This is an optimization exercise on Yosys and OpenROAD, whose aim is small area and a short achievable clock period, not a production implementation.
Only simulation tests tie the RTL to the original design; equivalence was not proved.

==> flow/design.v, too long to show whole: its modules and the start of the top module <==
// module fixed_point_alu: 874 lines
module fixed_point_alu (
    input clk,
    input rst,
    input [1:0] op,
    input signed [15:0] a,
    input signed [15:0] b,
    output signed [23:0] out,
    output overflow
);
  // ...
==> flow/run.sh <==
#!/bin/bash
# synth_recipe.tcl (not shown) runs the flow's synth.tcl, then flattens the netlist and writes it again
# the make line also repeats each setting of config.mk as NAME=value (left out here)
make -C /OpenROAD-flow-scripts/flow DESIGN_CONFIG=/design/flow/config.mk WORK_HOME=/design/flow/orfs CLKGATE_MAP_FILE= SYNTH_SCRIPT=/design/flow/synth_recipe.tcl finish
==> flow/config.mk <==
export PLATFORM = sky130hd
export DESIGN_NAME = fixed_point_alu
export DESIGN_NICKNAME = fixed_point_alu
export VERILOG_FILES = /design/flow/design.v
export SDC_FILE = /design/flow/constraint.sdc
export NUM_CORES = 4
export LEC_CHECK = 0
export ABC_AREA = 1
export CAP_MARGIN = 20
export CORE_MARGIN = 2
export CORE_UTILIZATION = 40
export SLEW_MARGIN = 20
==> flow/constraint.sdc <==
create_clock -name core_clock -period 60.0 [get_ports {clk}]
set_input_delay 12.0000 -clock core_clock [delete_from_list [all_inputs] [get_ports {clk}]]
set_output_delay 12.0000 -clock core_clock [all_outputs]
set_load 0.01 [all_outputs]
==> results.yml, run 1 <==
detailed_routing:
  dr_wl_met2_microns: 34090
  drc_errors: 0
  wl_microns: 72290
hold_path:
  min_path_type: "in2async"
layout:
  multi_input_area_sq_um: 19120
  n_fill_cell: 6167
  n_antenna_cell: 0
  drive_above_1_share_pct: 3.769
  regMostFlops: "res_r"
cts:
  ctsHtreeMaxLevel: 2
  cts_buffer_depth: 2
  cts_buffers: 5
critical_path:
  slowest_delay_ns: 0.72
synth:
  synth_xor_area_share_pct: 8.406
global_routing:
  grt_max_degree: 41
  antenna_found_initial: 1
placement:
  hpwl_microns: 55970
  placed_area_sq_um: 24720
  dpl.cell_count: 4258
die:
  core_area_sq_um: 57590
  tapCellCount: 765
  rows: 88
run_status:
  status: "complete, no violations"
==> run 2, diff against run 1 <==
--- a/flow/config.mk
+++ b/flow/config.mk
@@ -8,5 +8,5 @@
 export ABC_AREA = 1
 export CAP_MARGIN = 20
 export CORE_MARGIN = 2
-export CORE_UTILIZATION = 40
+export CORE_UTILIZATION = 65
 export SLEW_MARGIN = 20
==> results.yml, run 2 <==
run_status:
  status: "complete, no violations"
synth:
  synth_seq_area_share_pct: 4.782
  synth.largest_area_cell: "fa_1"
  synth_top_area_share_pct: 22.14
  ys_types: 58
  syn_area_sq_um: 23240
  synth_most_common_cell: "nand2_1"
  synthTopCellsByArea: "fa_1 (22%), nand2_1 (15%), ha_1 (13%)"
  synthesis.yosys.warnings: 1
  synth_ff_type: "dfrtp_1"
  synthCells: 3496
  async_flop_share_pct: 53.06
  synthesis.nets: 4036
  synth_edf_count: 0
  ys_ff_latch: 49
  avgSynthCellArea_sq_um: 6.646
  synth_common_cells: "nand2_1 (915), inv_1 (663), fa_1 (257)"
sta:
  slew_viol_final: 0
  finalHoldViolCount: 0
  finalCriticalPeriod_ns: 39.89
  postLayoutSetupSlackWorst_ns: 20.11
  fmax_mhz: 25.07
  post-route-period-util_pct: 66.48
  rsz0062_at_grt: "no"
  holdWs_ns: 12.12
  slew_headroom_pct: 43.48
  setup_viol: 0
  finalSetupTns_ns: 0
  tightestPinTransition_ns: 0.8450
detailed_routing:
  num_vias: 23170
  via_per_inst: 5.849
  wl_per_cell_microns: 18.70
  drt_iter0_markers: 1805
  detail-route-antenna-nets: 0
  wl_microns: 74050
  drt_pass1_iterations: 6
  drc_errors: 0
cts:
  cts_buffers: 5
  root_buffer: "clkbuf_16"
  cts_resized: 0
  ctsHtreeMaxLevel: 2
  post_cts_buffers: 0
  path_clk_slew_ns: 0.07
  cts_hold_buf: 0
  cts_tree: "done"
  cts_buffer_depth: 2
  clock-sinks: 49
die:
  pin_count: 61
  die_area_sq_um: 37280
  start_util_pct: 65.65
  die_h_microns: 193.1
  rows: 69
  die_w_microns: 193.1
  core_area_sq_um: 35400
global_routing:
  antenna_found_initial: 2
  grt_max_degree: 41
  track_usage_pct: 40.59
  grt-ovfl-total: 0
  grt_pass1_wl_microns: 118200
  grt_pass1_vias: 23060
layout:
  area_growth_pct: 5.514
  fin_util_pct: 69.26
  n_antenna_cell: 0
  largest_reg_flops: 24
  final_cell_mix: "nand2_1 (915), inv_1 (662), fa_1 (257)"
  nNetsFinal: 4039
  drive_above_1_share_pct: 3.743
  top_regs: "res_r (24), e_r (15), remh_r (4)"
  final_common_cell: "nand2_1"
  regMostFlops: "res_r"
critical_path:
  cp-end-kind: "flip-flop"
  required_ns: 60.25
  critPathKind: "in2reg"
  crit_path_max_fanout: 21
  arrival_ns: 40.14
  cpMostUsedCell: "nand2_1"
  slowest_stage: "nor4_1"
  critPathLaunchType: "input port"
  slowest_delay_ns: 0.64
placement:
  place.gp.congestion: 0.9948
  numPortBuffers: 60
  dp_slack_ns: 20.36
  hpwl_microns: 56680
hold_path:
  min_path_type: "in2async"
run:
  max_cap_viol_count: 0
run 2: per-layer routing:
metal | part of all wire, % | global-route usage (%)
met4 | 4.2 | 17.07
met3 | 11 | 9.466
met2 | 46 | 68.43
met1 | 38 | 49.90
met5 | 0.014 | 0
run 2: layout make-up:
type	count	area [sq um]
clock buffer	6	150.1
clock inverter	2	38.79
fill	3122	10880
inverter	675	2534
multi-input combinational	2656	19120
sequential	49	1111
tap	461	576.8
timing repair buffer	112	985.9
run 2: through the flow:
step,instances,cell area [sq um]
global route,3961,24520
global placement,3953,24330
floorplan,3496,23240
finish,3961,24520
detailed placement,3953,24330
CTS,3961,24520
run 2: worst max path at each step:
stage | start | end | slack (ns) | cells after the start
global placement | a[1] | res_r[7] | 21.56 | 163
floorplan | a[1] | res_r[2] | 25.67 | 167
CTS | a[1] | res_r[7] | 20.56 | 165
global route | a[1] | res_r[2] | 16.95 | 166
finish | a[1] | res_r[7] | 20.11 | 165
detailed placement | a[1] | res_r[2] | 20.36 | 166
run 2: cell families after synthesis:
group | Yosys count | synth area share [%]
xor+xnor | 223 | 8.406
fa+ha+maj | 504 | 35.44
simple gates | 1372 | 24.87
flops | 49 | 4.782
buf+inv | 791 | 12.99
compound gates | 557 | 13.50
run 2: critical path: cells and delay by family:
kind                       cells  cell delay [ns]
and+or+nand+nor               65            10.00
buffers and inverters         21             2.63
adders and majority gates     14             4.65
xor gates and xnor gates      13             2.91
AOI/OAI and AO/OA             52             7.90

## static timing again, ports no longer ideal
The flow's constraints put no driver on any port. The routed layouts listed below were extracted and timed again, unchanged, in two steps.
Step 1 sets driving cells, clkbuf_16 on the clock port and buf_2 on the other inputs (assumed; they add their load-dependent delay and slew).
Step 2, shift: input delay + t, output delay - t, t = (earliest + latest rising clock arrival at the registers) / 2. This alone moves slack from input paths to output paths.
Three values: ideal, step 1, step 2; two values: the first two.
| run | shift t [ns] | setup slack, ns | worst setup path after step 2 |
|---|---|---|---|
| run 1 | 0.330 | 20.687 / 20.704 / 20.375 | input to register |
| run 2 | 0.339 | 20.111 / 20.096 / 19.757 | input to register |
After both steps every run listed still meets setup and hold. The setup slack of run 2, which loses most, moves by -0.015 ns with the drivers and by -0.354 ns with both steps.
